This is an optimization exercise on Yosys and OpenROAD, whose aim is small area and a short achievable clock period, not a production implementation. Only simulation tests tie the RTL to the original design; equivalence was not proved. Power and IR drop assume default switching activity.

--- design.v ---
module mac(input clk, input rst, input [15:0] x, input [15:0] y, output [31:0] acc);
reg r0_0;
reg r1_0;
reg r2_0;
reg r3_0;
reg r4_0;
reg r5_0;
reg r6_0;
reg r6_1;
reg r7_0;
reg r7_1;
reg r8_0;
reg r8_1;
reg r9_0;
reg r9_1;
reg r10_0;
reg r10_1;
reg r11_0;
reg r11_1;
reg r12_0;
reg r12_1;
reg r13_0;
reg r13_1;
reg r14_0;
reg r14_1;
reg r15_0;
reg r15_1;
reg r16_0;
reg r16_1;
reg r17_0;
reg r17_1;
reg r18_0;
reg r18_1;
reg r19_0;
reg r19_1;
reg r20_0;
reg r20_1;
reg r21_0;
reg r21_1;
reg r22_0;
reg r22_1;
reg r23_0;
reg r23_1;
reg r24_0;
reg r24_1;
reg r25_0;
reg r25_1;
reg r26_0;
reg r26_1;
reg r27_0;
reg r27_1;
reg r28_0;
reg r28_1;
reg r29_0;
reg r29_1;
reg r30_0;
reg r30_1;
reg r31_0;
reg rci;
wire p1;
wire p2;
wire p3;
wire p4;
wire p5;
wire p6;
wire p7;
wire p8;
wire p9;
wire p10;
wire p11;
wire p12;
wire p13;
wire p14;
wire p15;
wire p16;
wire p17;
wire p18;
wire p19;
wire p20;
wire p21;
wire p22;
wire p23;
wire p24;
wire p25;
wire p26;
wire p27;
wire p28;
wire p29;
wire p30;
wire p31;
wire p32;
wire p33;
wire p34;
wire p35;
wire p36;
wire p37;
wire p38;
wire p39;
wire p40;
wire p41;
wire p42;
wire p43;
wire p44;
wire p45;
wire p46;
wire p47;
wire p48;
wire p49;
wire p50;
wire p51;
wire p52;
wire p53;
wire p54;
wire p55;
wire p56;
wire p57;
wire p58;
wire p59;
wire p60;
wire p61;
wire p62;
wire p63;
wire p64;
wire p65;
wire p66;
wire p67;
wire p68;
wire p69;
wire p70;
wire p71;
wire p72;
wire p73;
wire p74;
wire p75;
wire p76;
wire p77;
wire p78;
wire p79;
wire p80;
wire p81;
wire p82;
wire p83;
wire p84;
wire p85;
wire p86;
wire p87;
wire p88;
wire p89;
wire p90;
wire p91;
wire p92;
wire p93;
wire p94;
wire p95;
wire p96;
wire p97;
wire p98;
wire p99;
wire p100;
wire p101;
wire p102;
wire p103;
wire p104;
wire p105;
wire p106;
wire p107;
wire p108;
wire p109;
wire p110;
wire p111;
wire p112;
wire p113;
wire p114;
wire p115;
wire p116;
wire p117;
wire p118;
wire p119;
wire p120;
wire p121;
wire p122;
wire p123;
wire p124;
wire p125;
wire p126;
wire p127;
wire p128;
wire p129;
wire p130;
wire p131;
wire p132;
wire p133;
wire p134;
wire p135;
wire p136;
wire p137;
wire p138;
wire p139;
wire p140;
wire p141;
wire p142;
wire p143;
wire p144;
wire p145;
wire p146;
wire p147;
wire p148;
wire p149;
wire p150;
wire p151;
wire p152;
wire p153;
wire p154;
wire p155;
wire p156;
wire p157;
wire p158;
wire p159;
wire p160;
wire p161;
wire p162;
wire p163;
wire p164;
wire p165;
wire p166;
wire p167;
wire p168;
wire p169;
wire p170;
wire p171;
wire p172;
wire p173;
wire p174;
wire p175;
wire p176;
wire p177;
wire p178;
wire p179;
wire p180;
wire p181;
wire p182;
wire p183;
wire p184;
wire p185;
wire p186;
wire p187;
wire p188;
wire p189;
wire p190;
wire p191;
wire p192;
wire p193;
wire p194;
wire p195;
wire p196;
wire p197;
wire p198;
wire p199;
wire p200;
wire p201;
wire p202;
wire p203;
wire p204;
wire p205;
wire p206;
wire p207;
wire p208;
wire p209;
wire p210;
wire p211;
wire p212;
wire p213;
wire p214;
wire p215;
wire p216;
wire p217;
wire p218;
wire p219;
wire p220;
wire p221;
wire p222;
wire p223;
wire p224;
wire p225;
wire p226;
wire p227;
wire p228;
wire p229;
wire p230;
wire p231;
wire p232;
wire p233;
wire p234;
wire p235;
wire p236;
wire p237;
wire p238;
wire p239;
wire p240;
wire p241;
wire p242;
wire p243;
wire p244;
wire p245;
wire p246;
wire p247;
wire p248;
wire p249;
wire p250;
wire p251;
wire p252;
wire p253;
wire p254;
wire p255;
wire p256;
wire s257;
wire c258;
wire s259;
wire c260;
wire s261;
wire c262;
wire s263;
wire c264;
wire s265;
wire c266;
wire s267;
wire c268;
wire s269;
wire c270;
wire s271;
wire c272;
wire s273;
wire c274;
wire s275;
wire c276;
wire s277;
wire c278;
wire s279;
wire c280;
wire s281;
wire c282;
wire s283;
wire c284;
wire s285;
wire c286;
wire s287;
wire c288;
wire s289;
wire c290;
wire s291;
wire c292;
wire s293;
wire c294;
wire s295;
wire c296;
wire s297;
wire c298;
wire s299;
wire c300;
wire s301;
wire c302;
wire s303;
wire c304;
wire s305;
wire c306;
wire s307;
wire c308;
wire s309;
wire c310;
wire s311;
wire c312;
wire s313;
wire c314;
wire s315;
wire c316;
wire s317;
wire c318;
wire s319;
wire c320;
wire s321;
wire c322;
wire s323;
wire c324;
wire s325;
wire c326;
wire s327;
wire c328;
wire s329;
wire c330;
wire s331;
wire c332;
wire s333;
wire c334;
wire s335;
wire c336;
wire s337;
wire c338;
wire s339;
wire c340;
wire s341;
wire c342;
wire s343;
wire c344;
wire s345;
wire c346;
wire s347;
wire c348;
wire s349;
wire c350;
wire s351;
wire c352;
wire s353;
wire c354;
wire s355;
wire c356;
wire s357;
wire c358;
wire s359;
wire c360;
wire s361;
wire c362;
wire s363;
wire c364;
wire s365;
wire c366;
wire s367;
wire c368;
wire s369;
wire c370;
wire s371;
wire c372;
wire s373;
wire c374;
wire s375;
wire c376;
wire s377;
wire c378;
wire s379;
wire c380;
wire s381;
wire c382;
wire s383;
wire c384;
wire s385;
wire c386;
wire s387;
wire c388;
wire s389;
wire c390;
wire s391;
wire c392;
wire s393;
wire c394;
wire s395;
wire c396;
wire s397;
wire c398;
wire s399;
wire c400;
wire s401;
wire c402;
wire s403;
wire c404;
wire s405;
wire c406;
wire s407;
wire c408;
wire s409;
wire c410;
wire s411;
wire c412;
wire s413;
wire c414;
wire s415;
wire c416;
wire s417;
wire c418;
wire s419;
wire c420;
wire s421;
wire c422;
wire s423;
wire c424;
wire s425;
wire c426;
wire s427;
wire c428;
wire s429;
wire c430;
wire s431;
wire c432;
wire s433;
wire c434;
wire s435;
wire c436;
wire s437;
wire c438;
wire s439;
wire c440;
wire s441;
wire c442;
wire s443;
wire c444;
wire s445;
wire c446;
wire s447;
wire c448;
wire s449;
wire c450;
wire s451;
wire c452;
wire s453;
wire c454;
wire s455;
wire c456;
wire s457;
wire c458;
wire s459;
wire c460;
wire s461;
wire c462;
wire s463;
wire c464;
wire s465;
wire c466;
wire s467;
wire c468;
wire s469;
wire c470;
wire s471;
wire c472;
wire s473;
wire c474;
wire s475;
wire c476;
wire s477;
wire c478;
wire s479;
wire c480;
wire s481;
wire c482;
wire s483;
wire c484;
wire s485;
wire c486;
wire s487;
wire c488;
wire s489;
wire c490;
wire s491;
wire c492;
wire s493;
wire c494;
wire s495;
wire c496;
wire s497;
wire c498;
wire s499;
wire c500;
wire s501;
wire c502;
wire s503;
wire c504;
wire s505;
wire c506;
wire s507;
wire c508;
wire s509;
wire c510;
wire s511;
wire c512;
wire s513;
wire c514;
wire s515;
wire c516;
wire s517;
wire c518;
wire s519;
wire c520;
wire s521;
wire c522;
wire s523;
wire c524;
wire s525;
wire c526;
wire s527;
wire c528;
wire s529;
wire c530;
wire s531;
wire c532;
wire s533;
wire c534;
wire s535;
wire c536;
wire s537;
wire c538;
wire s539;
wire c540;
wire s541;
wire c542;
wire s543;
wire c544;
wire s545;
wire c546;
wire s547;
wire c548;
wire s549;
wire c550;
wire s551;
wire c552;
wire s553;
wire c554;
wire s555;
wire c556;
wire s557;
wire c558;
wire s559;
wire c560;
wire s561;
wire c562;
wire s563;
wire c564;
wire s565;
wire c566;
wire s567;
wire c568;
wire s569;
wire c570;
wire s571;
wire c572;
wire s573;
wire c574;
wire s575;
wire c576;
wire s577;
wire c578;
wire s579;
wire c580;
wire s581;
wire c582;
wire s583;
wire c584;
wire s585;
wire c586;
wire s587;
wire c588;
wire s589;
wire c590;
wire s591;
wire c592;
wire s593;
wire c594;
wire s595;
wire c596;
wire s597;
wire c598;
wire s599;
wire c600;
wire s601;
wire c602;
wire s603;
wire c604;
wire s605;
wire c606;
wire s607;
wire c608;
wire s609;
wire c610;
wire s611;
wire c612;
wire s613;
wire c614;
wire s615;
wire c616;
wire s617;
wire c618;
wire s619;
wire c620;
wire s621;
wire c622;
wire s623;
wire c624;
wire s625;
wire c626;
wire s627;
wire c628;
wire s629;
wire c630;
wire s631;
wire c632;
wire s633;
wire c634;
wire s635;
wire c636;
wire s637;
wire c638;
wire s639;
wire c640;
wire s641;
wire c642;
wire s643;
wire c644;
wire s645;
wire c646;
wire s647;
wire c648;
wire s649;
wire c650;
wire s651;
wire c652;
wire s653;
wire c654;
wire s655;
wire c656;
wire s657;
wire c658;
wire s659;
wire c660;
wire s661;
wire c662;
wire s663;
wire c664;
wire s665;
wire c666;
wire s667;
wire c668;
wire s669;
wire c670;
wire s671;
wire c672;
wire s673;
wire c674;
wire s675;
wire c676;
wire s677;
wire c678;
wire s679;
wire c680;
wire s681;
wire c682;
wire s683;
wire c684;
wire s685;
wire c686;
wire s687;
wire c688;
wire s689;
wire c690;
wire s691;
wire c692;
wire s693;
wire c694;
wire s695;
wire c696;
wire s697;
wire c698;
wire s699;
wire c700;
wire s701;
wire c702;
wire s703;
wire c704;
wire s705;
wire c706;
wire s707;
wire c708;
wire s709;
wire c710;
wire s711;
wire c712;
wire s713;
wire c714;
wire s715;
wire c716;
wire s717;
wire c718;
wire s719;
wire c720;
wire s721;
wire c722;
wire s723;
wire c724;
wire s725;
wire c726;
wire s727;
wire c728;
wire s729;
wire c730;
wire s731;
wire c732;
wire s733;
wire c734;
wire s735;
wire c736;
wire s737;
wire c738;
wire s739;
wire c740;
wire s741;
wire c742;
wire s743;
wire c744;
wire s745;
wire c746;
wire s747;
wire c748;
wire s749;
wire c750;
wire s751;
wire c752;
wire s753;
wire c754;
wire s755;
wire c756;
wire s757;
wire c758;
wire s759;
wire c760;
wire s761;
wire c762;
wire s763;
wire c764;
wire s765;
wire c766;
wire s767;
wire c768;
wire s769;
wire c770;
wire s771;
wire c772;
wire s773;
wire c774;
wire s775;
wire c776;
wire s777;
wire c778;
wire s779;
wire c780;
wire s781;
wire c782;
wire s783;
wire c784;
wire s785;
wire c786;
wire s787;
wire c788;
wire s789;
wire c790;
wire s791;
wire c792;
wire s793;
wire c794;
wire s795;
wire c796;
wire s797;
wire c798;
wire s799;
wire c800;
wire s801;
wire c802;
wire x803;
wire x804;
wire [15:0] xg = x;
wire r0_0_f = ~r0_0;
wire r1_0_f = ~r1_0;
wire r2_0_f = ~r2_0;
wire r3_0_f = ~r3_0;
wire r4_0_f = ~r4_0;
wire r5_0_f = ~r5_0;
wire r6_0_f = ~r6_0;
wire r6_1_f = ~r6_1;
wire r7_0_f = ~r7_0;
wire r7_1_f = ~r7_1;
wire r8_0_f = ~r8_0;
wire r8_1_f = ~r8_1;
wire r9_0_f = ~r9_0;
wire r9_1_f = ~r9_1;
wire r10_0_f = ~r10_0;
wire r10_1_f = ~r10_1;
wire r11_0_f = ~r11_0;
wire r11_1_f = ~r11_1;
wire r12_0_f = ~r12_0;
wire r12_1_f = ~r12_1;
wire r13_0_f = ~r13_0;
wire r13_1_f = ~r13_1;
wire r14_0_f = ~r14_0;
wire r14_1_f = ~r14_1;
wire r15_0_f = ~r15_0;
wire r15_1_f = ~r15_1;
wire r16_0_f = ~r16_0;
wire r16_1_f = ~r16_1;
wire r17_0_f = ~r17_0;
wire r17_1_f = ~r17_1;
wire r18_0_f = ~r18_0;
wire r18_1_f = ~r18_1;
wire r19_0_f = ~r19_0;
wire r19_1_f = ~r19_1;
wire r20_0_f = ~r20_0;
wire r20_1_f = ~r20_1;
wire r21_0_f = ~r21_0;
wire r21_1_f = ~r21_1;
wire r22_0_f = ~r22_0;
wire r22_1_f = ~r22_1;
wire r23_0_f = ~r23_0;
wire r23_1_f = ~r23_1;
wire r24_0_f = ~r24_0;
wire r24_1_f = ~r24_1;
wire r25_0_f = ~r25_0;
wire r25_1_f = ~r25_1;
wire r26_0_f = ~r26_0;
wire r26_1_f = ~r26_1;
wire r27_0_f = ~r27_0;
wire r27_1_f = ~r27_1;
wire r28_0_f = ~r28_0;
wire r28_1_f = ~r28_1;
wire r29_0_f = ~r29_0;
wire r29_1_f = ~r29_1;
wire r30_0_f = ~r30_0;
wire r30_1_f = ~r30_1;
wire r31_0_f = ~r31_0;
wire rci_f = ~rci;
assign p1 = ~(xg[0] & y[0]);
assign p2 = ~(xg[0] & y[1]);
assign p3 = ~(xg[0] & y[2]);
assign p4 = ~(xg[0] & y[3]);
assign p5 = ~(xg[0] & y[4]);
assign p6 = ~(xg[0] & y[5]);
assign p7 = ~(xg[0] & y[6]);
assign p8 = ~(xg[0] & y[7]);
assign p9 = ~(xg[0] & y[8]);
assign p10 = ~(xg[0] & y[9]);
assign p11 = ~(xg[0] & y[10]);
assign p12 = ~(xg[0] & y[11]);
assign p13 = ~(xg[0] & y[12]);
assign p14 = ~(xg[0] & y[13]);
assign p15 = ~(xg[0] & y[14]);
assign p16 = ~(xg[0] & y[15]);
assign p17 = ~(xg[1] & y[0]);
assign p18 = ~(xg[1] & y[1]);
assign p19 = ~(xg[1] & y[2]);
assign p20 = ~(xg[1] & y[3]);
assign p21 = ~(xg[1] & y[4]);
assign p22 = ~(xg[1] & y[5]);
assign p23 = ~(xg[1] & y[6]);
assign p24 = ~(xg[1] & y[7]);
assign p25 = ~(xg[1] & y[8]);
assign p26 = ~(xg[1] & y[9]);
assign p27 = ~(xg[1] & y[10]);
assign p28 = ~(xg[1] & y[11]);
assign p29 = ~(xg[1] & y[12]);
assign p30 = ~(xg[1] & y[13]);
assign p31 = ~(xg[1] & y[14]);
assign p32 = ~(xg[1] & y[15]);
assign p33 = ~(xg[2] & y[0]);
assign p34 = ~(xg[2] & y[1]);
assign p35 = ~(xg[2] & y[2]);
assign p36 = ~(xg[2] & y[3]);
assign p37 = ~(xg[2] & y[4]);
assign p38 = ~(xg[2] & y[5]);
assign p39 = ~(xg[2] & y[6]);
assign p40 = ~(xg[2] & y[7]);
assign p41 = ~(xg[2] & y[8]);
assign p42 = ~(xg[2] & y[9]);
assign p43 = ~(xg[2] & y[10]);
assign p44 = ~(xg[2] & y[11]);
assign p45 = ~(xg[2] & y[12]);
assign p46 = ~(xg[2] & y[13]);
assign p47 = ~(xg[2] & y[14]);
assign p48 = ~(xg[2] & y[15]);
assign p49 = ~(xg[3] & y[0]);
assign p50 = ~(xg[3] & y[1]);
assign p51 = ~(xg[3] & y[2]);
assign p52 = ~(xg[3] & y[3]);
assign p53 = ~(xg[3] & y[4]);
assign p54 = ~(xg[3] & y[5]);
assign p55 = ~(xg[3] & y[6]);
assign p56 = ~(xg[3] & y[7]);
assign p57 = ~(xg[3] & y[8]);
assign p58 = ~(xg[3] & y[9]);
assign p59 = ~(xg[3] & y[10]);
assign p60 = ~(xg[3] & y[11]);
assign p61 = ~(xg[3] & y[12]);
assign p62 = ~(xg[3] & y[13]);
assign p63 = ~(xg[3] & y[14]);
assign p64 = ~(xg[3] & y[15]);
assign p65 = ~(xg[4] & y[0]);
assign p66 = ~(xg[4] & y[1]);
assign p67 = ~(xg[4] & y[2]);
assign p68 = ~(xg[4] & y[3]);
assign p69 = ~(xg[4] & y[4]);
assign p70 = ~(xg[4] & y[5]);
assign p71 = ~(xg[4] & y[6]);
assign p72 = ~(xg[4] & y[7]);
assign p73 = ~(xg[4] & y[8]);
assign p74 = ~(xg[4] & y[9]);
assign p75 = ~(xg[4] & y[10]);
assign p76 = ~(xg[4] & y[11]);
assign p77 = ~(xg[4] & y[12]);
assign p78 = ~(xg[4] & y[13]);
assign p79 = ~(xg[4] & y[14]);
assign p80 = ~(xg[4] & y[15]);
assign p81 = ~(xg[5] & y[0]);
assign p82 = ~(xg[5] & y[1]);
assign p83 = ~(xg[5] & y[2]);
assign p84 = ~(xg[5] & y[3]);
assign p85 = ~(xg[5] & y[4]);
assign p86 = ~(xg[5] & y[5]);
assign p87 = ~(xg[5] & y[6]);
assign p88 = ~(xg[5] & y[7]);
assign p89 = ~(xg[5] & y[8]);
assign p90 = ~(xg[5] & y[9]);
assign p91 = ~(xg[5] & y[10]);
assign p92 = ~(xg[5] & y[11]);
assign p93 = ~(xg[5] & y[12]);
assign p94 = ~(xg[5] & y[13]);
assign p95 = ~(xg[5] & y[14]);
assign p96 = ~(xg[5] & y[15]);
assign p97 = ~(xg[6] & y[0]);
assign p98 = ~(xg[6] & y[1]);
assign p99 = ~(xg[6] & y[2]);
assign p100 = ~(xg[6] & y[3]);
assign p101 = ~(xg[6] & y[4]);
assign p102 = ~(xg[6] & y[5]);
assign p103 = ~(xg[6] & y[6]);
assign p104 = ~(xg[6] & y[7]);
assign p105 = ~(xg[6] & y[8]);
assign p106 = ~(xg[6] & y[9]);
assign p107 = ~(xg[6] & y[10]);
assign p108 = ~(xg[6] & y[11]);
assign p109 = ~(xg[6] & y[12]);
assign p110 = ~(xg[6] & y[13]);
assign p111 = ~(xg[6] & y[14]);
assign p112 = ~(xg[6] & y[15]);
assign p113 = ~(xg[7] & y[0]);
assign p114 = ~(xg[7] & y[1]);
assign p115 = ~(xg[7] & y[2]);
assign p116 = ~(xg[7] & y[3]);
assign p117 = ~(xg[7] & y[4]);
assign p118 = ~(xg[7] & y[5]);
assign p119 = ~(xg[7] & y[6]);
assign p120 = ~(xg[7] & y[7]);
assign p121 = ~(xg[7] & y[8]);
assign p122 = ~(xg[7] & y[9]);
assign p123 = ~(xg[7] & y[10]);
assign p124 = ~(xg[7] & y[11]);
assign p125 = ~(xg[7] & y[12]);
assign p126 = ~(xg[7] & y[13]);
assign p127 = ~(xg[7] & y[14]);
assign p128 = ~(xg[7] & y[15]);
assign p129 = ~(xg[8] & y[0]);
assign p130 = ~(xg[8] & y[1]);
assign p131 = ~(xg[8] & y[2]);
assign p132 = ~(xg[8] & y[3]);
assign p133 = ~(xg[8] & y[4]);
assign p134 = ~(xg[8] & y[5]);
assign p135 = ~(xg[8] & y[6]);
assign p136 = ~(xg[8] & y[7]);
assign p137 = ~(xg[8] & y[8]);
assign p138 = ~(xg[8] & y[9]);
assign p139 = ~(xg[8] & y[10]);
assign p140 = ~(xg[8] & y[11]);
assign p141 = ~(xg[8] & y[12]);
assign p142 = ~(xg[8] & y[13]);
assign p143 = ~(xg[8] & y[14]);
assign p144 = ~(xg[8] & y[15]);
assign p145 = ~(xg[9] & y[0]);
assign p146 = ~(xg[9] & y[1]);
assign p147 = ~(xg[9] & y[2]);
assign p148 = ~(xg[9] & y[3]);
assign p149 = ~(xg[9] & y[4]);
assign p150 = ~(xg[9] & y[5]);
assign p151 = ~(xg[9] & y[6]);
assign p152 = ~(xg[9] & y[7]);
assign p153 = ~(xg[9] & y[8]);
assign p154 = ~(xg[9] & y[9]);
assign p155 = ~(xg[9] & y[10]);
assign p156 = ~(xg[9] & y[11]);
assign p157 = ~(xg[9] & y[12]);
assign p158 = ~(xg[9] & y[13]);
assign p159 = ~(xg[9] & y[14]);
assign p160 = ~(xg[9] & y[15]);
assign p161 = ~(xg[10] & y[0]);
assign p162 = ~(xg[10] & y[1]);
assign p163 = ~(xg[10] & y[2]);
assign p164 = ~(xg[10] & y[3]);
assign p165 = ~(xg[10] & y[4]);
assign p166 = ~(xg[10] & y[5]);
assign p167 = ~(xg[10] & y[6]);
assign p168 = ~(xg[10] & y[7]);
assign p169 = ~(xg[10] & y[8]);
assign p170 = ~(xg[10] & y[9]);
assign p171 = ~(xg[10] & y[10]);
assign p172 = ~(xg[10] & y[11]);
assign p173 = ~(xg[10] & y[12]);
assign p174 = ~(xg[10] & y[13]);
assign p175 = ~(xg[10] & y[14]);
assign p176 = ~(xg[10] & y[15]);
assign p177 = ~(xg[11] & y[0]);
assign p178 = ~(xg[11] & y[1]);
assign p179 = ~(xg[11] & y[2]);
assign p180 = ~(xg[11] & y[3]);
assign p181 = ~(xg[11] & y[4]);
assign p182 = ~(xg[11] & y[5]);
assign p183 = ~(xg[11] & y[6]);
assign p184 = ~(xg[11] & y[7]);
assign p185 = ~(xg[11] & y[8]);
assign p186 = ~(xg[11] & y[9]);
assign p187 = ~(xg[11] & y[10]);
assign p188 = ~(xg[11] & y[11]);
assign p189 = ~(xg[11] & y[12]);
assign p190 = ~(xg[11] & y[13]);
assign p191 = ~(xg[11] & y[14]);
assign p192 = ~(xg[11] & y[15]);
assign p193 = ~(xg[12] & y[0]);
assign p194 = ~(xg[12] & y[1]);
assign p195 = ~(xg[12] & y[2]);
assign p196 = ~(xg[12] & y[3]);
assign p197 = ~(xg[12] & y[4]);
assign p198 = ~(xg[12] & y[5]);
assign p199 = ~(xg[12] & y[6]);
assign p200 = ~(xg[12] & y[7]);
assign p201 = ~(xg[12] & y[8]);
assign p202 = ~(xg[12] & y[9]);
assign p203 = ~(xg[12] & y[10]);
assign p204 = ~(xg[12] & y[11]);
assign p205 = ~(xg[12] & y[12]);
assign p206 = ~(xg[12] & y[13]);
assign p207 = ~(xg[12] & y[14]);
assign p208 = ~(xg[12] & y[15]);
assign p209 = ~(xg[13] & y[0]);
assign p210 = ~(xg[13] & y[1]);
assign p211 = ~(xg[13] & y[2]);
assign p212 = ~(xg[13] & y[3]);
assign p213 = ~(xg[13] & y[4]);
assign p214 = ~(xg[13] & y[5]);
assign p215 = ~(xg[13] & y[6]);
assign p216 = ~(xg[13] & y[7]);
assign p217 = ~(xg[13] & y[8]);
assign p218 = ~(xg[13] & y[9]);
assign p219 = ~(xg[13] & y[10]);
assign p220 = ~(xg[13] & y[11]);
assign p221 = ~(xg[13] & y[12]);
assign p222 = ~(xg[13] & y[13]);
assign p223 = ~(xg[13] & y[14]);
assign p224 = ~(xg[13] & y[15]);
assign p225 = ~(xg[14] & y[0]);
assign p226 = ~(xg[14] & y[1]);
assign p227 = ~(xg[14] & y[2]);
assign p228 = ~(xg[14] & y[3]);
assign p229 = ~(xg[14] & y[4]);
assign p230 = ~(xg[14] & y[5]);
assign p231 = ~(xg[14] & y[6]);
assign p232 = ~(xg[14] & y[7]);
assign p233 = ~(xg[14] & y[8]);
assign p234 = ~(xg[14] & y[9]);
assign p235 = ~(xg[14] & y[10]);
assign p236 = ~(xg[14] & y[11]);
assign p237 = ~(xg[14] & y[12]);
assign p238 = ~(xg[14] & y[13]);
assign p239 = ~(xg[14] & y[14]);
assign p240 = ~(xg[14] & y[15]);
assign p241 = ~(xg[15] & y[0]);
assign p242 = ~(xg[15] & y[1]);
assign p243 = ~(xg[15] & y[2]);
assign p244 = ~(xg[15] & y[3]);
assign p245 = ~(xg[15] & y[4]);
assign p246 = ~(xg[15] & y[5]);
assign p247 = ~(xg[15] & y[6]);
assign p248 = ~(xg[15] & y[7]);
assign p249 = ~(xg[15] & y[8]);
assign p250 = ~(xg[15] & y[9]);
assign p251 = ~(xg[15] & y[10]);
assign p252 = ~(xg[15] & y[11]);
assign p253 = ~(xg[15] & y[12]);
assign p254 = ~(xg[15] & y[13]);
assign p255 = ~(xg[15] & y[14]);
assign p256 = ~(xg[15] & y[15]);
fa us257 (r0_0_f, p1, 1'b1, s257, c258);
fa us259 (r1_0_f, p17, p2, s259, c260);
fa us261 (c258, s259, 1'b1, s261, c262);
fa us263 (r2_0_f, p18, p3, s263, c264);
fa us265 (p33, c260, s263, s265, c266);
fa us267 (c262, s265, 1'b1, s267, c268);
fa us269 (r3_0_f, p19, p34, s269, c270);
fa us271 (p4, p49, c264, s271, c272);
fa us273 (s269, c266, s271, s273, c274);
fa us275 (c268, s273, 1'b1, s275, c276);
fa us277 (r4_0_f, p20, p35, s277, c278);
fa us279 (p5, p50, p65, s279, c280);
fa us281 (c270, s277, s279, s281, c282);
fa us283 (c272, s281, c274, s283, c284);
fa us285 (c276, s283, 1'b1, s285, c286);
fa us287 (r5_0_f, p21, p36, s287, c288);
fa us289 (p51, p6, p66, s289, c290);
fa us291 (p81, c278, c280, s291, c292);
fa us293 (s287, s289, c282, s293, c294);
fa us295 (s291, s293, c284, s295, c296);
fa us297 (c286, s295, 1'b1, s297, c298);
fa us299 (r6_0_f, r6_1_f, rci_f, s299, c300);
fa us301 (r11_0_f, r11_1_f, 1'b1, s301, c302);
fa us303 (r12_0_f, r12_1_f, p103, s303, c304);
fa us305 (p118, p13, 1'b1, s305, c306);
fa us307 (r13_0_f, r13_1_f, p104, s307, c308);
fa us309 (p119, p134, p14, s309, c310);
fa us311 (p149, p164, 1'b1, s311, c312);
fa us313 (r14_0_f, r14_1_f, p105, s313, c314);
fa us315 (p120, p135, p15, s315, c316);
fa us317 (p150, p165, p180, s317, c318);
fa us319 (p195, p210, 1'b1, s319, c320);
fa us321 (r15_0_f, r15_1_f, p106, s321, c322);
fa us323 (p121, p136, p151, s323, c324);
fa us325 (p16, p166, p181, s325, c326);
fa us327 (p196, p211, p226, s327, c328);
fa us329 (p241, p31, 1'b1, s329, c330);
fa us331 (r16_0_f, r16_1_f, p107, s331, c332);
fa us333 (p122, p137, p152, s333, c334);
fa us335 (p167, p182, p197, s335, c336);
fa us337 (p212, p227, p242, s337, c338);
fa us339 (p32, p47, 1'b1, s339, c340);
fa us341 (r17_0_f, r17_1_f, p108, s341, c342);
fa us343 (p123, p138, p153, s343, c344);
fa us345 (p168, p183, p198, s345, c346);
fa us347 (p213, p228, p243, s347, c348);
fa us349 (r18_0_f, r18_1_f, p109, s349, c350);
fa us351 (p124, p139, p154, s351, c352);
fa us353 (p169, p184, p199, s353, c354);
fa us355 (r19_0_f, r19_1_f, p110, s355, c356);
fa us357 (p125, p140, p155, s357, c358);
fa us359 (r20_0_f, r20_1_f, p111, s359, c360);
fa us361 (s299, p22, p37, s361, c362);
fa us363 (p52, p67, p7, s363, c364);
fa us365 (r7_0_f, r7_1_f, c300, s365, c366);
fa us367 (p113, p23, p38, s367, c368);
fa us369 (r8_0_f, r8_1_f, p114, s369, c370);
fa us371 (p129, p24, p39, s371, c372);
fa us373 (r9_0_f, r9_1_f, p10, s373, c374);
fa us375 (p100, p115, p130, s375, c376);
fa us377 (p145, p25, 1'b1, s377, c378);
fa us379 (r10_0_f, r10_1_f, p101, s379, c380);
fa us381 (p11, p116, p131, s381, c382);
fa us383 (p146, p161, p26, s383, c384);
fa us385 (p41, p56, 1'b1, s385, c386);
fa us387 (s301, p102, p117, s387, c388);
fa us389 (p12, p132, p147, s389, c390);
fa us391 (p162, p177, p27, s391, c392);
fa us393 (p42, p57, p72, s393, c394);
fa us395 (c302, p133, p148, s395, c396);
fa us397 (p163, p178, p193, s397, c398);
fa us399 (p28, p43, p58, s399, c400);
fa us401 (p73, p88, s303, s401, c402);
fa us403 (p179, p194, p209, s403, c404);
fa us405 (p29, p44, p59, s405, c406);
fa us407 (p74, p89, c304, s407, c408);
fa us409 (c306, s307, s309, s409, c410);
fa us411 (p225, p30, p45, s411, c412);
fa us413 (p60, p75, p90, s413, c414);
fa us415 (c308, c310, c312, s415, c416);
fa us417 (s313, s315, s317, s417, c418);
fa us419 (p46, p61, p76, s419, c420);
fa us421 (p91, c314, c316, s421, c422);
fa us423 (c318, c320, s321, s423, c424);
fa us425 (s323, s325, s327, s425, c426);
fa us427 (p62, p77, p92, s427, c428);
fa us429 (c322, c324, c326, s429, c430);
fa us431 (c328, c330, s331, s431, c432);
fa us433 (s333, s335, s337, s433, c434);
fa us435 (p48, p63, p78, s435, c436);
fa us437 (p93, c332, c334, s437, c438);
fa us439 (c336, c338, c340, s439, c440);
fa us441 (s341, s343, s345, s441, c442);
fa us443 (p214, p229, p244, s443, c444);
fa us445 (p64, p79, p94, s445, c446);
fa us447 (c342, c344, c346, s447, c448);
fa us449 (c348, s349, s351, s449, c450);
fa us451 (p170, p185, p200, s451, c452);
fa us453 (p215, p230, p245, s453, c454);
fa us455 (p80, p95, c350, s455, c456);
fa us457 (c352, c354, s355, s457, c458);
fa us459 (p126, p141, p156, s459, c460);
fa us461 (p171, p186, p201, s461, c462);
fa us463 (p216, p231, p246, s463, c464);
fa us465 (p96, c356, c358, s465, c466);
fa us467 (r21_0_f, r21_1_f, p112, s467, c468);
fa us469 (p127, p142, p157, s469, c470);
fa us471 (p172, p187, p202, s471, c472);
fa us473 (p217, p232, p247, s473, c474);
fa us475 (r22_0_f, r22_1_f, p128, s475, c476);
fa us477 (p143, p158, p173, s477, c478);
fa us479 (p188, p203, p218, s479, c480);
fa us481 (r23_0_f, r23_1_f, p144, s481, c482);
fa us483 (p159, p174, p189, s483, c484);
fa us485 (r24_0_f, r24_1_f, p160, s485, c486);
fa us487 (p82, p97, c288, s487, c488);
fa us489 (c290, s361, 1'b1, s489, c490);
fa us491 (s365, p53, p68, s491, c492);
fa us493 (p8, p83, p98, s493, c494);
fa us495 (c362, c364, 1'b1, s495, c496);
fa us497 (c366, p54, p69, s497, c498);
fa us499 (p84, p9, p99, s499, c500);
fa us501 (c368, s369, s371, s501, c502);
fa us503 (p40, p55, p70, s503, c504);
fa us505 (p85, c370, c372, s505, c506);
fa us507 (s373, s375, s377, s507, c508);
fa us509 (p71, p86, c374, s509, c510);
fa us511 (c376, c378, s379, s511, c512);
fa us513 (s381, s383, s385, s513, c514);
fa us515 (p87, c380, c382, s515, c516);
fa us517 (c384, c386, s387, s517, c518);
fa us519 (s389, s391, s393, s519, c520);
fa us521 (c388, c390, c392, s521, c522);
fa us523 (c394, s305, s395, s523, c524);
fa us525 (s397, s399, s401, s525, c526);
fa us527 (c396, c398, c400, s527, c528);
fa us529 (s311, s403, s405, s529, c530);
fa us531 (c402, s407, s409, s531, c532);
fa us533 (c404, c406, s319, s533, c534);
fa us535 (s411, s413, c408, s535, c536);
fa us537 (c410, s415, s417, s537, c538);
fa us539 (c412, c414, s329, s539, c540);
fa us541 (s419, c416, c418, s541, c542);
fa us543 (s421, s423, s425, s543, c544);
fa us545 (c420, s339, s427, s545, c546);
fa us547 (c422, c424, c426, s547, c548);
fa us549 (s429, s431, s433, s549, c550);
fa us551 (c428, s347, s435, s551, c552);
fa us553 (c430, c432, c434, s553, c554);
fa us555 (s437, s439, s441, s555, c556);
fa us557 (c436, s353, s443, s557, c558);
fa us559 (s445, c438, c440, s559, c560);
fa us561 (c442, s447, s449, s561, c562);
fa us563 (c444, c446, s357, s563, c564);
fa us565 (s451, s453, c448, s565, c566);
fa us567 (c450, s455, s457, s567, c568);
fa us569 (c452, c454, s359, s569, c570);
fa us571 (s459, s461, s463, s571, c572);
fa us573 (c456, c458, s465, s573, c574);
fa us575 (c360, c460, c462, s575, c576);
fa us577 (c464, s467, s469, s577, c578);
fa us579 (s471, s473, c466, s579, c580);
fa us581 (p233, p248, c468, s581, c582);
fa us583 (c470, c472, c474, s583, c584);
fa us585 (s475, s477, s479, s585, c586);
fa us587 (p204, p219, p234, s587, c588);
fa us589 (p249, c476, c478, s589, c590);
fa us591 (c480, s481, s483, s591, c592);
fa us593 (p175, p190, p205, s593, c594);
fa us595 (p220, p235, p250, s595, c596);
fa us597 (c482, c484, s485, s597, c598);
fa us599 (r25_0_f, r25_1_f, p176, s599, c600);
fa us601 (p191, p206, p221, s601, c602);
fa us603 (p236, p251, c486, s603, c604);
fa us605 (r26_0_f, r26_1_f, p192, s605, c606);
fa us607 (p207, p222, p237, s607, c608);
fa us609 (r27_0_f, r27_1_f, p208, s609, c610);
fa us611 (s363, c292, s487, s611, c612);
fa us613 (s367, s491, s493, s613, c614);
fa us615 (c488, c490, 1'b1, s615, c616);
fa us617 (c492, c494, s497, s617, c618);
fa us619 (s499, c496, s501, s619, c620);
fa us621 (c498, c500, s503, s621, c622);
fa us623 (c502, s505, s507, s623, c624);
fa us625 (c504, c506, c508, s625, c626);
fa us627 (s509, s511, s513, s627, c628);
fa us629 (c510, c512, c514, s629, c630);
fa us631 (s515, s517, s519, s631, c632);
fa us633 (c516, c518, c520, s633, c634);
fa us635 (s521, s523, s525, s635, c636);
fa us637 (c522, c524, s527, s637, c638);
fa us639 (s529, c526, s531, s639, c640);
fa us641 (c528, c530, s533, s641, c642);
fa us643 (s535, c532, s537, s643, c644);
fa us645 (c534, s539, c536, s645, c646);
fa us647 (c538, s541, s543, s647, c648);
fa us649 (c540, s545, c542, s649, c650);
fa us651 (c544, s547, s549, s651, c652);
fa us653 (c546, s551, c548, s653, c654);
fa us655 (c550, s553, s555, s655, c656);
fa us657 (c552, s557, c554, s657, c658);
fa us659 (s559, c556, s561, s659, c660);
fa us661 (c558, s563, c560, s661, c662);
fa us663 (s565, c562, s567, s663, c664);
fa us665 (c564, s569, s571, s665, c666);
fa us667 (c566, c568, s573, s667, c668);
fa us669 (c570, c572, s575, s669, c670);
fa us671 (s577, c574, s579, s671, c672);
fa us673 (c576, c578, s581, s673, c674);
fa us675 (s583, s585, c580, s675, c676);
fa us677 (s587, c582, c584, s677, c678);
fa us679 (c586, s589, s591, s679, c680);
fa us681 (c588, s593, s595, s681, c682);
fa us683 (c590, c592, s597, s683, c684);
fa us685 (c594, c596, s599, s685, c686);
fa us687 (s601, c598, s603, s687, c688);
fa us689 (p252, c600, c602, s689, c690);
fa us691 (s605, s607, c604, s691, c692);
fa us693 (p223, p238, p253, s693, c694);
fa us695 (c606, c608, s609, s695, c696);
fa us697 (r28_0_f, r28_1_f, p224, s697, c698);
fa us699 (p239, p254, c610, s699, c700);
fa us701 (r29_0_f, r29_1_f, p240, s701, c702);
fa us703 (s489, c294, 1'b1, s703, c704);
fa us705 (s495, s613, c612, s705, c706);
fa us707 (c614, s617, c616, s707, c708);
fa us709 (c618, s621, c620, s709, c710);
fa us711 (c622, c624, s625, s711, c712);
fa us713 (c626, c628, s629, s713, c714);
fa us715 (c630, c632, s633, s715, c716);
fa us717 (c634, s637, c636, s717, c718);
fa us719 (c638, s641, c640, s719, c720);
fa us721 (c642, s645, c644, s721, c722);
fa us723 (c646, s649, c648, s723, c724);
fa us725 (c650, s653, c652, s725, c726);
fa us727 (c654, s657, c656, s727, c728);
fa us729 (c658, s661, c660, s729, c730);
fa us731 (s665, c662, c664, s731, c732);
fa us733 (c666, s669, c668, s733, c734);
fa us735 (c670, s673, c672, s735, c736);
fa us737 (c674, s677, s679, s737, c738);
fa us739 (s681, c678, c680, s739, c740);
fa us741 (c682, s685, c684, s741, c742);
fa us743 (c686, s689, c688, s743, c744);
fa us745 (s693, c690, s695, s745, c746);
fa us747 (c694, s697, c696, s747, c748);
fa us749 (p255, c698, s701, s749, c750);
fa us751 (r30_0_f, r30_1_f, p256, s751, c752);
fa us753 (s611, s703, 1'b1, s753, c754);
fa us755 (s615, c704, s705, s755, c756);
fa us757 (s619, c706, s707, s757, c758);
fa us759 (s623, c708, s709, s759, c760);
fa us761 (s627, c710, s711, s761, c762);
fa us763 (s631, c712, s713, s763, c764);
fa us765 (c714, s715, s635, s765, c766);
fa us767 (c716, s639, s717, s767, c768);
fa us769 (s643, c718, s719, s769, c770);
fa us771 (s647, c720, s721, s771, c772);
fa us773 (s651, c722, s723, s773, c774);
fa us775 (s655, c724, s725, s775, c776);
fa us777 (s659, c726, s727, s777, c778);
fa us779 (s663, c728, s729, s779, c780);
fa us781 (s667, c730, s731, s781, c782);
fa us783 (s671, c732, s733, s783, c784);
fa us785 (s675, c734, s735, s785, c786);
fa us787 (c676, s737, c736, s787, c788);
fa us789 (s683, c738, s739, s789, c790);
fa us791 (s687, c740, s741, s791, c792);
fa us793 (s691, c742, s743, s793, c794);
fa us795 (c692, s745, c744, s795, c796);
fa us797 (s699, c746, s747, s797, c798);
fa us799 (c700, s749, c748, s799, c800);
fa us801 (c702, s751, c750, s801, c802);
assign x803 = ~(r31_0_f ^ c752);
assign x804 = ~(x803 ^ c802);
always @(posedge clk) begin
  r0_0 <= ~(rst | s257);
  r1_0 <= ~(rst | s261);
  r2_0 <= ~(rst | s267);
  r3_0 <= ~(rst | s275);
  r4_0 <= ~(rst | s285);
  r5_0 <= ~(rst | s297);
  r6_0 <= ~(rst | c296);
  r6_1 <= ~(rst | s753);
  r7_0 <= ~(rst | c754);
  r7_1 <= ~(rst | s755);
  r8_0 <= ~(rst | c756);
  r8_1 <= ~(rst | s757);
  r9_0 <= ~(rst | c758);
  r9_1 <= ~(rst | s759);
  r10_0 <= ~(rst | c760);
  r10_1 <= ~(rst | s761);
  r11_0 <= ~(rst | c762);
  r11_1 <= ~(rst | s763);
  r12_0 <= ~(rst | c764);
  r12_1 <= ~(rst | s765);
  r13_0 <= ~(rst | c766);
  r13_1 <= ~(rst | s767);
  r14_0 <= ~(rst | c768);
  r14_1 <= ~(rst | s769);
  r15_0 <= ~(rst | c770);
  r15_1 <= ~(rst | s771);
  r16_0 <= ~(rst | c772);
  r16_1 <= ~(rst | s773);
  r17_0 <= ~(rst | c774);
  r17_1 <= ~(rst | s775);
  r18_0 <= ~(rst | c776);
  r18_1 <= ~(rst | s777);
  r19_0 <= ~(rst | c778);
  r19_1 <= ~(rst | s779);
  r20_0 <= ~(rst | c780);
  r20_1 <= ~(rst | s781);
  r21_0 <= ~(rst | c782);
  r21_1 <= ~(rst | s783);
  r22_0 <= ~(rst | c784);
  r22_1 <= ~(rst | s785);
  r23_0 <= ~(rst | c786);
  r23_1 <= ~(rst | s787);
  r24_0 <= ~(rst | s789);
  r24_1 <= ~(rst | c788);
  r25_0 <= ~(rst | c790);
  r25_1 <= ~(rst | s791);
  r26_0 <= ~(rst | c792);
  r26_1 <= ~(rst | s793);
  r27_0 <= ~(rst | c794);
  r27_1 <= ~(rst | s795);
  r28_0 <= ~(rst | s797);
  r28_1 <= ~(rst | c796);
  r29_0 <= ~(rst | c798);
  r29_1 <= ~(rst | s799);
  r30_0 <= ~(rst | s801);
  r30_1 <= ~(rst | c800);
  r31_0 <= ~(rst | x804);
  rci <= ~(rst | c298);
end
assign acc[0] = r0_0;
assign acc[1] = r1_0;
assign acc[2] = r2_0;
assign acc[3] = r3_0;
assign acc[4] = r4_0;
assign acc[5] = r5_0;
wire [25:0] ra = {r31_0, r30_0, r29_0, r28_0, r27_0, r26_0, r25_0, r24_0, r23_0, r22_0, r21_0, r20_0, r19_0, r18_0, r17_0, r16_0, r15_0, r14_0, r13_0, r12_0, r11_0, r10_0, r9_0, r8_0, r7_0, r6_0};
wire [25:0] rb = {1'b0, r30_1, r29_1, r28_1, r27_1, r26_1, r25_1, r24_1, r23_1, r22_1, r21_1, r20_1, r19_1, r18_1, r17_1, r16_1, r15_1, r14_1, r13_1, r12_1, r11_1, r10_1, r9_1, r8_1, r7_1, r6_1};
addn u_add (ra, rb, rci, acc[31:6]);
endmodule
module addn(input [25:0] a, input [25:0] b, input ci, output [25:0] s);
wire [25:0] g, p, c;
pgen u_pg (a, b, g, p);
pfx u_pfx (g, p, ci, c);
assign s = p ^ c;
endmodule
module pgen(input [25:0] a, input [25:0] b, output [25:0] g, output [25:0] p);
assign g = a & b;
assign p = a ^ b;
endmodule
module pfx(input [25:0] g, input [25:0] p, input ci, output [25:0] c);
wire gc0 = g[0] | (p[0] & ci);
wire G1 = g[1] | (p[1] & gc0);
wire G2 = g[3] | (p[3] & g[2]);
wire P2 = p[3] & p[2];
wire G3 = g[5] | (p[5] & g[4]);
wire P3 = p[5] & p[4];
wire G4 = g[7] | (p[7] & g[6]);
wire P4 = p[7] & p[6];
wire G5 = g[9] | (p[9] & g[8]);
wire P5 = p[9] & p[8];
wire G6 = g[11] | (p[11] & g[10]);
wire P6 = p[11] & p[10];
wire G7 = g[13] | (p[13] & g[12]);
wire P7 = p[13] & p[12];
wire G8 = g[15] | (p[15] & g[14]);
wire P8 = p[15] & p[14];
wire G9 = g[17] | (p[17] & g[16]);
wire P9 = p[17] & p[16];
wire G10 = g[19] | (p[19] & g[18]);
wire P10 = p[19] & p[18];
wire G11 = g[21] | (p[21] & g[20]);
wire P11 = p[21] & p[20];
wire G12 = g[23] | (p[23] & g[22]);
wire P12 = p[23] & p[22];
wire G13 = g[25] | (p[25] & g[24]);
wire P13 = p[25] & p[24];
wire G14 = g[2] | (p[2] & G1);
wire G15 = G2 | (P2 & G1);
wire G16 = g[6] | (p[6] & G3);
wire P16 = p[6] & P3;
wire G17 = G4 | (P4 & G3);
wire P17 = P4 & P3;
wire G18 = g[10] | (p[10] & G5);
wire P18 = p[10] & P5;
wire G19 = G6 | (P6 & G5);
wire P19 = P6 & P5;
wire G20 = g[14] | (p[14] & G7);
wire P20 = p[14] & P7;
wire G21 = G8 | (P8 & G7);
wire P21 = P8 & P7;
wire G22 = g[18] | (p[18] & G9);
wire P22 = p[18] & P9;
wire G23 = G10 | (P10 & G9);
wire P23 = P10 & P9;
wire G24 = g[22] | (p[22] & G11);
wire P24 = p[22] & P11;
wire G25 = G12 | (P12 & G11);
wire P25 = P12 & P11;
wire G26 = g[4] | (p[4] & G15);
wire G27 = G3 | (P3 & G15);
wire G28 = G16 | (P16 & G15);
wire G29 = G17 | (P17 & G15);
wire G30 = g[12] | (p[12] & G19);
wire P30 = p[12] & P19;
wire G31 = G7 | (P7 & G19);
wire P31 = P7 & P19;
wire G32 = G20 | (P20 & G19);
wire P32 = P20 & P19;
wire G33 = G21 | (P21 & G19);
wire P33 = P21 & P19;
wire G34 = g[20] | (p[20] & G23);
wire P34 = p[20] & P23;
wire G35 = G11 | (P11 & G23);
wire P35 = P11 & P23;
wire G36 = G24 | (P24 & G23);
wire P36 = P24 & P23;
wire G37 = G25 | (P25 & G23);
wire P37 = P25 & P23;
wire G38 = g[8] | (p[8] & G29);
wire G39 = G5 | (P5 & G29);
wire G40 = G18 | (P18 & G29);
wire G41 = G19 | (P19 & G29);
wire G42 = G30 | (P30 & G29);
wire G43 = G31 | (P31 & G29);
wire G44 = G32 | (P32 & G29);
wire G45 = G33 | (P33 & G29);
wire G46 = g[24] | (p[24] & G37);
wire P46 = p[24] & P37;
wire G47 = G13 | (P13 & G37);
wire P47 = P13 & P37;
wire G48 = g[16] | (p[16] & G45);
wire G49 = G9 | (P9 & G45);
wire G50 = G22 | (P22 & G45);
wire G51 = G23 | (P23 & G45);
wire G52 = G34 | (P34 & G45);
wire G53 = G35 | (P35 & G45);
wire G54 = G36 | (P36 & G45);
wire G55 = G37 | (P37 & G45);
wire G56 = G46 | (P46 & G45);
wire G57 = G47 | (P47 & G45);
assign c[0] = ci;
assign c[1] = gc0;
assign c[2] = G1;
assign c[3] = G14;
assign c[4] = G15;
assign c[5] = G26;
assign c[6] = G27;
assign c[7] = G28;
assign c[8] = G29;
assign c[9] = G38;
assign c[10] = G39;
assign c[11] = G40;
assign c[12] = G41;
assign c[13] = G42;
assign c[14] = G43;
assign c[15] = G44;
assign c[16] = G45;
assign c[17] = G48;
assign c[18] = G49;
assign c[19] = G50;
assign c[20] = G51;
assign c[21] = G52;
assign c[22] = G53;
assign c[23] = G54;
assign c[24] = G55;
assign c[25] = G56;
endmodule
module fa(input a, input b, input c, output s, output co);
assign s = a ^ b ^ c;
assign co = (a & b) | (a & c) | (b & c);
endmodule
--- flow/run.sh ---
#!/bin/bash
# Layout: the standard ORFS flow (standard.sh, standard synthesis), with
#  - timing repair aimed at a setup slack of SETUP_MARGIN ns, so the resizer
#    works on the real critical paths even though the clock period is loose,
#  - port buffers of a small cell (every port still gets its own buffer),
#  - a clock tree without dummy balancing loads.
# Each tool's output goes to standard.log here and ORFS's own logs in orfs/logs.
set -euo pipefail
M=$(cat flow/margin)
cat >> config.mk <<EOC
export SETUP_SLACK_MARGIN = $M
export BUFFER_PORTS_ARGS = -buffer_cell sky130_fd_sc_hd__buf_2
export CTS_ARGS = -sink_clustering_enable -repair_clock_nets -dont_use_dummy_load
EOC
bash standard.sh > standard.log 2>&1
--- flow/margin ---
11
--- standard.sh ---
#!/bin/bash
# synth_recipe.tcl (not shown) runs the flow's synth.tcl, then flattens the netlist and writes it again
# the make line also repeats each setting of config.mk as NAME=value (left out here)
make -C /OpenROAD-flow-scripts/flow DESIGN_CONFIG=/design/flow/config.mk WORK_HOME=/design/flow/orfs CLKGATE_MAP_FILE= SYNTH_SCRIPT=/design/flow/synth_recipe.tcl "${@:-finish}"
--- config.mk ---
export PLATFORM = sky130hd
export DESIGN_NAME = mac
export DESIGN_NICKNAME = mac
export VERILOG_FILES = /design/flow/design.v
export SDC_FILE = /design/flow/constraint.sdc
export NUM_CORES = 4
export LEC_CHECK = 0
export CAP_MARGIN = 20
export CORE_MARGIN = 2
export CORE_UTILIZATION = 40
export SLEW_MARGIN = 20
export SYNTH_HIERARCHICAL = 1
export SYNTH_MINIMUM_KEEP_SIZE = 0
export SETUP_SLACK_MARGIN = 11
export BUFFER_PORTS_ARGS = -buffer_cell sky130_fd_sc_hd__buf_2
export CTS_ARGS = -sink_clustering_enable -repair_clock_nets -dont_use_dummy_load
--- constraint.sdc ---
create_clock -name core_clock -period 18.0 [get_ports {clk}]
set_input_delay 3.6000 -clock core_clock [delete_from_list [all_inputs] [get_ports {clk}]]
set_output_delay 3.6000 -clock core_clock [all_outputs]
set_load 0.01 [all_outputs]
==> summary.txt, run 1 <==
GRT
  • Tot GR Track Use: 19.8%
  • Initial antenna violation count: 1
  • Pin count of the biggest net entering global routing: 59
  • Overflow after GRT: 0
  • Vias in the first global route: 7102
  • First-pass GRT wire length: 38500 um

Setup path
  • Buf/Inv on CP: 1
  • Delay-heaviest family, CP: adder cells
  • CP Launch Type: input pin
  • Slowest stage cell on the critical path: fa_1
  • Crit-path max cell delay: 590 ps
  • Top cell by count, worst path: fa_1
  • Crit path max fanout: 16
  • CP Data Required Time: 18200 ps
  • Worst setup EP type: register
  • Cells along the critical path: buf_2 -> nand2_1 -> fa_1 -> fa_1 -> fa_1 -> fa_1 -> fa_1 -> fa_1 -> nor2_1
  • Critical path origin: y[9]
  • Crit path kind: in -> reg
  • Arrival @ worst endpoint: 7040 ps
  • Reg-to-Reg Start: r11_0

STA
  • Final WS setup: 11160 ps
  • Setup_tns: 0 ps
  • Final Hold Viols: 0
  • # setup viols final: 0
  • Hold slack: 627 ps
  • Worst slew pin tran: 761 ps
  • Tcrit/Tclk final: 38.0%
  • Final Max Tran Viols: 0
  • Rel. slew slack: 48.8%
  • RSZ-0062 raised after global routing: false
  • Fmax: 146 MHz
  • Worst Skew: 13.6 ps
  • Period minus WS final: 6840 ps

Clock network
  • Cts hold-fix bufs: 0
  • Post-CTS Setup Inserts: 0
  • Worst-path clk slew: 50 ps
  • H-tree depth: 3
  • Clk buf depth: 2
  • Root Driver: clkbuf_16
  • Clock latency on the worst-skew pair: 340 ps
  • Clock Sinks: 58
  • Total CTS buffers: 9
  • CTS tree: done

Drt
  • Post-Route WL: 23000 um
  • DR WL/cell: 18.7 um
  • Drt first-iter violations: 316
  • DR pass1 iterations: 5
  • Via-to-Cell Ratio: 5.02
  • Vias post-DR: 6189
  • DRC errors left: 0
  • ANT nets after route: 0

Layout
  • # fillers: 2312
  • Design area: 10100 um^2
  • Commonest non-fill, non-tap cell in the layout: fa_1
  • Final #Nets: 1248
  • Layout Area Growth over Synthesis: 4.35%
  • Multi-input combinational cell area: 7720 um^2
  • Commonest non-fill, non-tap cells in the layout: 273 x fa_1, 261 x nand2_1, 64 x buf_2
  • Share of layout cells above drive strength 1: 8.65%
  • Number of diodes: 0
  • Post-route insts no fill: 1232
  • Final Util: 42.7%
  • Register area: 1160 um^2

Placed design
  • Placed cells: 1223
  • Port Buf Inserts: 65
  • Post-DP HPWL: 18200 um
  • Routability Congestion: 0.857
  • Pre-CTS setup slack: 10800 ps
  • Dpl cell area: 9820 um^2

Floorplan
  • Chip width: 159 um
  • Starting Density: 40.9%
  • Full die area: 25300 um^2
  • I/O Pins: 66
  • Standard-cell rows: 56
  • Die Ht: 159 um
  • Core area: 23500 um^2

Min path
  • Hold Crit Class: reg -> reg
  • Hold Path Origin: r31_0

Flow run
  • Count of max-cap constraint violations: 0

Power and ir drop
  • Pwr Density: 174 nW/um^2
  • Worst IR Drop VDD: 0.000102 V
  • Cell leakage power: 4.01 nW
  • Total Power Consumption: 1.75 mW

Synthesis
  • Synthesized flop and latch total: 58
  • Syn Inst Count: 923
  • Synthesized area: 9630 um^2
  • YS warnings: 7
  • Avg Inst Size Synth: 10.4 um^2
  • Synth cell types: 34
  • Sequential area share after synthesis: 12.1%

Run status
  • Status: timing/DRC/antenna clean
-- timing repair --
item / 4_1_cts / 5_1_grt
gates resized for setup: 0 / 1
endpoints found under the hold margin: 0 / 0
setup endpoints to repair: 0 / 3
-- cell usage after synthesis --
library cell | count | area (um^2)
xor2_1 | 26 | 228
o21bai_1 | 1 | 7.51
nand2b_1 | 2 | 12.5
nand2_1 | 261 | 980
nand4_1 | 5 | 31.3
o21a_1 | 2 | 15.0
fa_1 | 273 | 5470
a21o_1 | 20 | 150
conb_1 | 2 | 7.51
o21a_2 | 1 | 8.76
or3_4 | 1 | 11.3
nor2_1 | 59 | 221
o21ai_0 | 3 | 15.0
o22a_1 | 1 | 8.76
a31o_1 | 2 | 17.5
buf_4 | 33 | 248
o31a_1 | 1 | 8.76
buf_2 | 35 | 175
a21oi_2 | 1 | 8.76
clkbuf_2 | 32 | 160
inv_1 | 59 | 221
ha_1 | 26 | 325
a32oi_1 | 1 | 8.76
o21ai_1 | 1 | 5.00
buf_6 | 2 | 22.5
a21oi_1 | 8 | 40.0
a211oi_1 | 1 | 7.51
a31o_2 | 1 | 8.76
dfxtp_1 | 58 | 1160
a41o_1 | 1 | 10.0
nor4_1 | 1 | 6.26
xnor3_1 | 1 | 22.5
or2_1 | 1 | 6.26
o22ai_1 | 1 | 6.26
-- modules after synthesis (local to each module, per instance) --
module | flip-flops and latches | cells | area, um^2 | copies in the design
mac | 58 | 508 | 2990 | 1
pfx | 0 | 90 | 619 | 1
addn | 0 | 26 | 228 | 1
pgen | 0 | 26 | 325 | 1
fa | 0 | 1 | 20.0 | 273
-- power by group --
group	switching (mW)	internal (mW)
sequential	0.0287	0.195
clock	0.0564	0.0872
combinational	0.743	0.642
total	0.829	0.925
-- cell type report --
cell class              count  area share (%)
multi-input cells         722            76.8
flip-flops and latches     58            11.6
well taps                 319            3.97
repair buffers             65            3.26
clock buffers               9            2.24
inverters                  59            2.20
-- final timing paths --
| path | slack [ps] | end | cells past startpoint |
|---|---|---|---|
| worst max-delay path | 11160 | r17_1 | 9 |
| worst min-delay path | 630 | r31_0 | 2 |
| worst max register to register | 14470 | r13_1 | 8 |
| worst min register to register | 630 | r31_0 | 2 |
-- layer usage --
layer  wire, um  up-vias  global-route usage, %
met1      10100     3297                   26.7
met4        716        2                   7.02
met5          7        -                      0
met3       1050       43                   3.02
met2      11100      177                   32.6
li1           -     2670                      -
-- kinds of logic (layout without fill, tap and decap cells) --
family | Yosys count | in the layout | share of synthesized area [%]
and+or+nand+nor | 330 | 330 | 13.2
adders and majority gates | 299 | 299 | 60.1
buffers and inverters | 161 | 133 | 8.59
DFF | 58 | 58 | 12.1
AOI/OAI and AO/OA | 46 | 46 | 3.39
xor gates and xnor gates | 27 | 27 | 2.60
other | 2 | 20 | 0.0780
-- worst min-delay path: stages, from the launching register on --
cell and delay [ps]:
dfxtp_1 350, xnor3_1 200, nor2_1 30
==> run 2: changes to the inputs <==
==> flow/run.sh (replaced) <==
#!/bin/bash
# Layout: the standard ORFS flow (standard.sh, standard synthesis), with
#  - timing repair aimed at a setup slack of flow/margin ns, so the resizer
#    works on the real critical paths even though the clock period is loose,
#  - port buffers placed by flow/ports.tcl (every port gets its own buffer,
#    a stronger one on the inputs, which each drive 16 gates),
#  - a clock tree without dummy balancing loads and with the buffers in flow/cts.
# standard.log here holds make's output; ORFS's own logs are in orfs/logs.
set -euo pipefail
M=$(cat flow/margin)
CTS_EXTRA=$(cat flow/cts 2>/dev/null || true)
cat >> config.mk <<EOC
export SETUP_SLACK_MARGIN = $M
export DONT_BUFFER_PORTS = 1
export PRE_GLOBAL_PLACE_TCL = $PWD/flow/ports.tcl
export CTS_ARGS = -sink_clustering_enable -repair_clock_nets -dont_use_dummy_load $CTS_EXTRA
EOC
bash standard.sh > standard.log 2>&1
==> flow/cts (new file) <==

==> flow/ports.tcl (new file) <==
# Buffer every input and output port (run before global placement).
puts "Perform port buffering (flow/ports.tcl)..."
buffer_ports -inputs -buffer_cell sky130_fd_sc_hd__buf_4
buffer_ports -outputs -buffer_cell sky130_fd_sc_hd__buf_1
--- a/config.mk
+++ b/config.mk
@@ -12,5 +12,6 @@
 export SYNTH_HIERARCHICAL = 1
 export SYNTH_MINIMUM_KEEP_SIZE = 0
 export SETUP_SLACK_MARGIN = 11
-export BUFFER_PORTS_ARGS = -buffer_cell sky130_fd_sc_hd__buf_2
-export CTS_ARGS = -sink_clustering_enable -repair_clock_nets -dont_use_dummy_load
+export DONT_BUFFER_PORTS = 1
+export PRE_GLOBAL_PLACE_TCL = /design/flow/flow/ports.tcl
+export CTS_ARGS = -sink_clustering_enable -repair_clock_nets -dont_use_dummy_load 
==> run 2 against run 1 <==
Still clean on timing, DRC and antenna. Worst hold slack better by 12 ps. Die area unchanged. Global-route usage is 0.16 points higher. Via count down 3.7%. Maximum frequency is 2.6% higher. Synthesized area unchanged. Largest cell class unchanged.
==> summary.txt, run 2 <==
Run status
  • Status: timing/DRC/antenna clean

Synthesis
  • Post-synth ARST share: 0% (unchanged)
  • Sequential area share after synthesis: 12.1% (unchanged)
  • Post-synthesis xor/xnor area fraction: 2.60% (unchanged)
  • Syn Inst Count: 923 (unchanged)
  • Top cells by area, synth: fa_1 57%, dfxtp_1 12%, nand2_1 10%, ha_1 3.4%, buf_4 2.6%
  • Ys flop type: dfxtp_1
  • YS warnings: 7 (unchanged)
  • Synthesized area: 9630 um^2 (unchanged)
  • Adder-Cell Fraction of Synth Area: 60.1% (unchanged)
  • Synth cell types: 34 (unchanged)
  • Number of flops mapped to enable cells by yosys: 0 (unchanged)
  • Area share of and/or/nand/nor cells after synthesis: 13.2% (unchanged)
  • Avg Inst Size Synth: 10.4 um^2 (unchanged)
  • Top-count cell post-synth: fa_1
  • Synth top area share: 56.7% (unchanged)
  • Post-synth top cells: 273 x fa_1, 261 x nand2_1, 59 x inv_1, 59 x nor2_1, 58 x dfxtp_1
  • Mux share of post-synthesis cell area: 0% (unchanged)
  • Largest family of logic cells by synthesized area: adder cells
  • Synth Area in Compound Gates: 3.39% (unchanged)
  • Synthesized flop and latch total: 58 (unchanged)
  • Largest area contributor in the netlist: fa_1

Layout
  • Commonest non-fill, non-tap cell in the layout: fa_1
  • # fillers: 2349 (+1.6%)
  • Layout Area Growth over Synthesis: 0.948%
  • Design area: 9720 um^2 (-3.3%)
  • Share of layout cells above drive strength 1: 1.65% (-7.0 points)
  • Number of diodes: 0 (unchanged)
  • Final #Nets: 1183 (-5.2%)
  • Commonest non-fill, non-tap cells in the layout: 273 x fa_1, 261 x nand2_1, 59 x nor2_1, 59 x inv_1, 58 x dfxtp_1

STA
  • RSZ-0062 raised after global routing: false
  • Rel. slew slack: 58.2% (+9.5 points)
  • Setup_tns: 0 ps (unchanged)
  • Worst Skew: 11.1 ps (-2.48 ps)
  • Period minus WS final: 6670 ps (-174 ps)
  • # setup viols final: 0 (unchanged)
  • Fmax: 150 MHz (+2.6%)
  • Tcrit/Tclk final: 37.0% (-0.97 points)
  • Final Hold Viols: 0 (unchanged)
  • Final Max Tran Viols: 0 (unchanged)
  • Worst slew pin tran: 621 ps (-141 ps)

Drt
  • DR pass1 iterations: 5 (unchanged)
  • Met2 WL: 11400 um (+2.0%)
  • Vias post-DR: 5962 (-3.7%)
  • Via-to-Cell Ratio: 5.11 (+1.7%)
  • DRC errors left: 0 (unchanged)
  • DRT met1 WL: 9540 um (-5.1%)
  • Drt first-iter violations: 311 (-1.6%)
  • ANT nets after route: 0 (unchanged)
  • DR WL met3: 1290 um (+23%)
  • Top layer in use: met4
  • Post-Route WL: 22800 um (-0.97%)
  • DR WL/cell: 19.5 um (+4.5%)

Setup path
  • Crit-path max cell delay: 620 ps (+30 ps)
  • Worst setup EP type: output pin
  • Slowest stage cell on the critical path: nor4_1
  • CP Launch Type: register
  • Cells along the critical path: ha_1 -> nand4_1 -> or2_1 -> o22ai_1 -> nor4_1 -> o21ai_1 -> o31a_1 -> xor2_1
  • Arrival @ worst endpoint: 3070 ps (-3970 ps)
  • Buf/Inv on CP: 0 (-1)
  • Crit path kind: reg -> out
  • Crit path max fanout: 4 (-12)
  • CP Data Required Time: 14400 ps (-3800 ps)
  • Delay-heaviest family, CP: simple AND/OR/NAND/NOR gates

Floorplan
  • Die Ht: 159 um (unchanged)
  • I/O Pins: 66 (unchanged)
  • Full die area: 25300 um^2 (unchanged)
  • Starting Density: 40.9% (unchanged)
  • Chip width: 159 um (unchanged)
  • Core area: 23500 um^2 (unchanged)
  • Standard-cell rows: 56 (unchanged)

GRT
  • Pin count of the biggest net entering global routing: 59 (unchanged)
  • Initial antenna violation count: 0 (-1)
  • First-pass GRT wire length: 38700 um (+0.59%)
  • Tot GR Track Use: 19.9% (+0.16 points)
  • Overflow after GRT: 0 (unchanged)
  • Vias in the first global route: 6972 (-1.8%)

Clock network
  • Clock latency on the worst-skew pair: 350 ps (about the same)
  • Clk buf depth: 2 (unchanged)
  • H-tree depth: 3 (unchanged)
  • Post-CTS Setup Inserts: 0 (unchanged)
  • Clock Sinks: 58 (unchanged)
  • Total CTS buffers: 9 (unchanged)
  • CTS tree: done
  • Root Driver: clkbuf_16
  • Worst-path clk slew: 50 ps (about the same)

Power and ir drop
  • Pwr Density: 172 nW/um^2 (-1.2%)
  • Cell leakage power: 3.74 nW (-6.8%)
  • Total Power Consumption: 1.68 mW (-4.4%)
  • Worst IR Drop VDD: 0.0000987 V (-3.5%)

Flow run
  • Count of max-cap constraint violations: 0 (unchanged)

Placed design
  • Dpl cell area: 9490 um^2 (-3.3%)
  • Post-DP HPWL: 18000 um (-1.0%)
  • Routability Congestion: 0.840 (-2.0%)
  • Port Buf Inserts: 32 (-51%)

Min path
  • Hold Crit Class: reg -> reg
run 2: cell counts after synthesis:
No cell type changed its count.
run 2: worst min-delay path, cell delays in order, from the launching register on:
cell	delay, ps
dfxtp_1	360
xnor3_1	210
nor2_1	30
run 2: layer usage:
layer	global-route usage (%)	vias up
met5	0	-
met4	6.98	0
met3	3.65	34
met2	33.4	178
met1	26.1	3208
li1	-	2542
run 2: final cells by class:
type	count	area (um^2)	share of cell area, %
tap	319	399	4.11
inverter	59	221	2.28
multi-input combinational	722	7720	79.4
clock buffer	9	225	2.32
sequential	58	1160	11.9
run 2: kinds of logic (layout without fill, tap and decap cells):
logic type,Yosys count,count (layout)
XOR/XNOR,27,27
adder cells (fa/ha/maj),299,299
other,2,20
AND/OR/NAND/NOR,330,330
flip-flops,58,58
buffers and inverters,161,68
AO/OA/AOI/OAI,46,46
run 2: Yosys stat by module, one instance, submodules excluded:
module / cells inside / flip-flops and latches / copies in the design
pfx: 90 / 0 / 1
mac: 508 / 58 / 1
pgen: 26 / 0 / 1
addn: 26 / 0 / 1
fa: 1 / 0 / 273
run 2: path summary, 6_finish.rpt:
path          from       to  slack, ps  cells after the start
max          r20_0  acc[31]      11330                      8
min          r31_0    r31_0        640                      2
max reg2reg  r11_0    r12_1      14460                      8
min reg2reg  r31_0    r31_0        640                      2
run 2: through the flow:
step	worst slack, ps	hold slack [ps]	instances	utilization (%)
floorplan	11040	598	941	-
global placement	11330	627	1158	40.3
detailed placement	11310	641	1158	40.3
CTS	11080	651	1167	41.3
global route	11200	675	1167	41.3
finish	11330	639	1167	41.3
run 2: repair_timing:
| item | in CTS | in global routing |
|---|---|---|
| setup endpoints to repair | 0 | 2 |
| gates resized for setup | 0 | 1 |
| hold buffers | 0 | 0 |
run 2: report_power, final:
group          internal, mW  switching (mW)
Combinational         0.599           0.703
Sequential            0.196          0.0315
Clock                0.0872          0.0587
Total                 0.882           0.794

## static timing again, ports no longer ideal
The results above use ideal ports. As a check the final layouts listed here were re-extracted and re-timed, cells and wires unchanged. Step 1 assumes that a clkbuf_16 drives the clock port and a buf_2 every other input. Step 2, shift: input delay + t, output delay - t, t = (earliest + latest rising clock arrival at the registers) / 2. This alone moves slack from input paths to output paths. Three values: ideal, step 1, step 2; two values: the first two.
run	t, ns	setup WS [ns]	worst hold slack (ns)	slew at the worst register clock pin (ns)	pins driven straight from the clock port
run 1	0.377	11.157 / 11.135 / 10.803	0.627 / 0.627 / 0.627	0.05 / 0.05	1
run 2	0.385	11.332 / 11.277 / 10.892	0.639 / 0.639 / 0.639	0.06 / 0.06	1
After both steps every run listed still meets setup and hold. For run 2, which loses most, drivers alone change the setup slack by -0.055 ns; drivers and shift together by -0.440 ns.
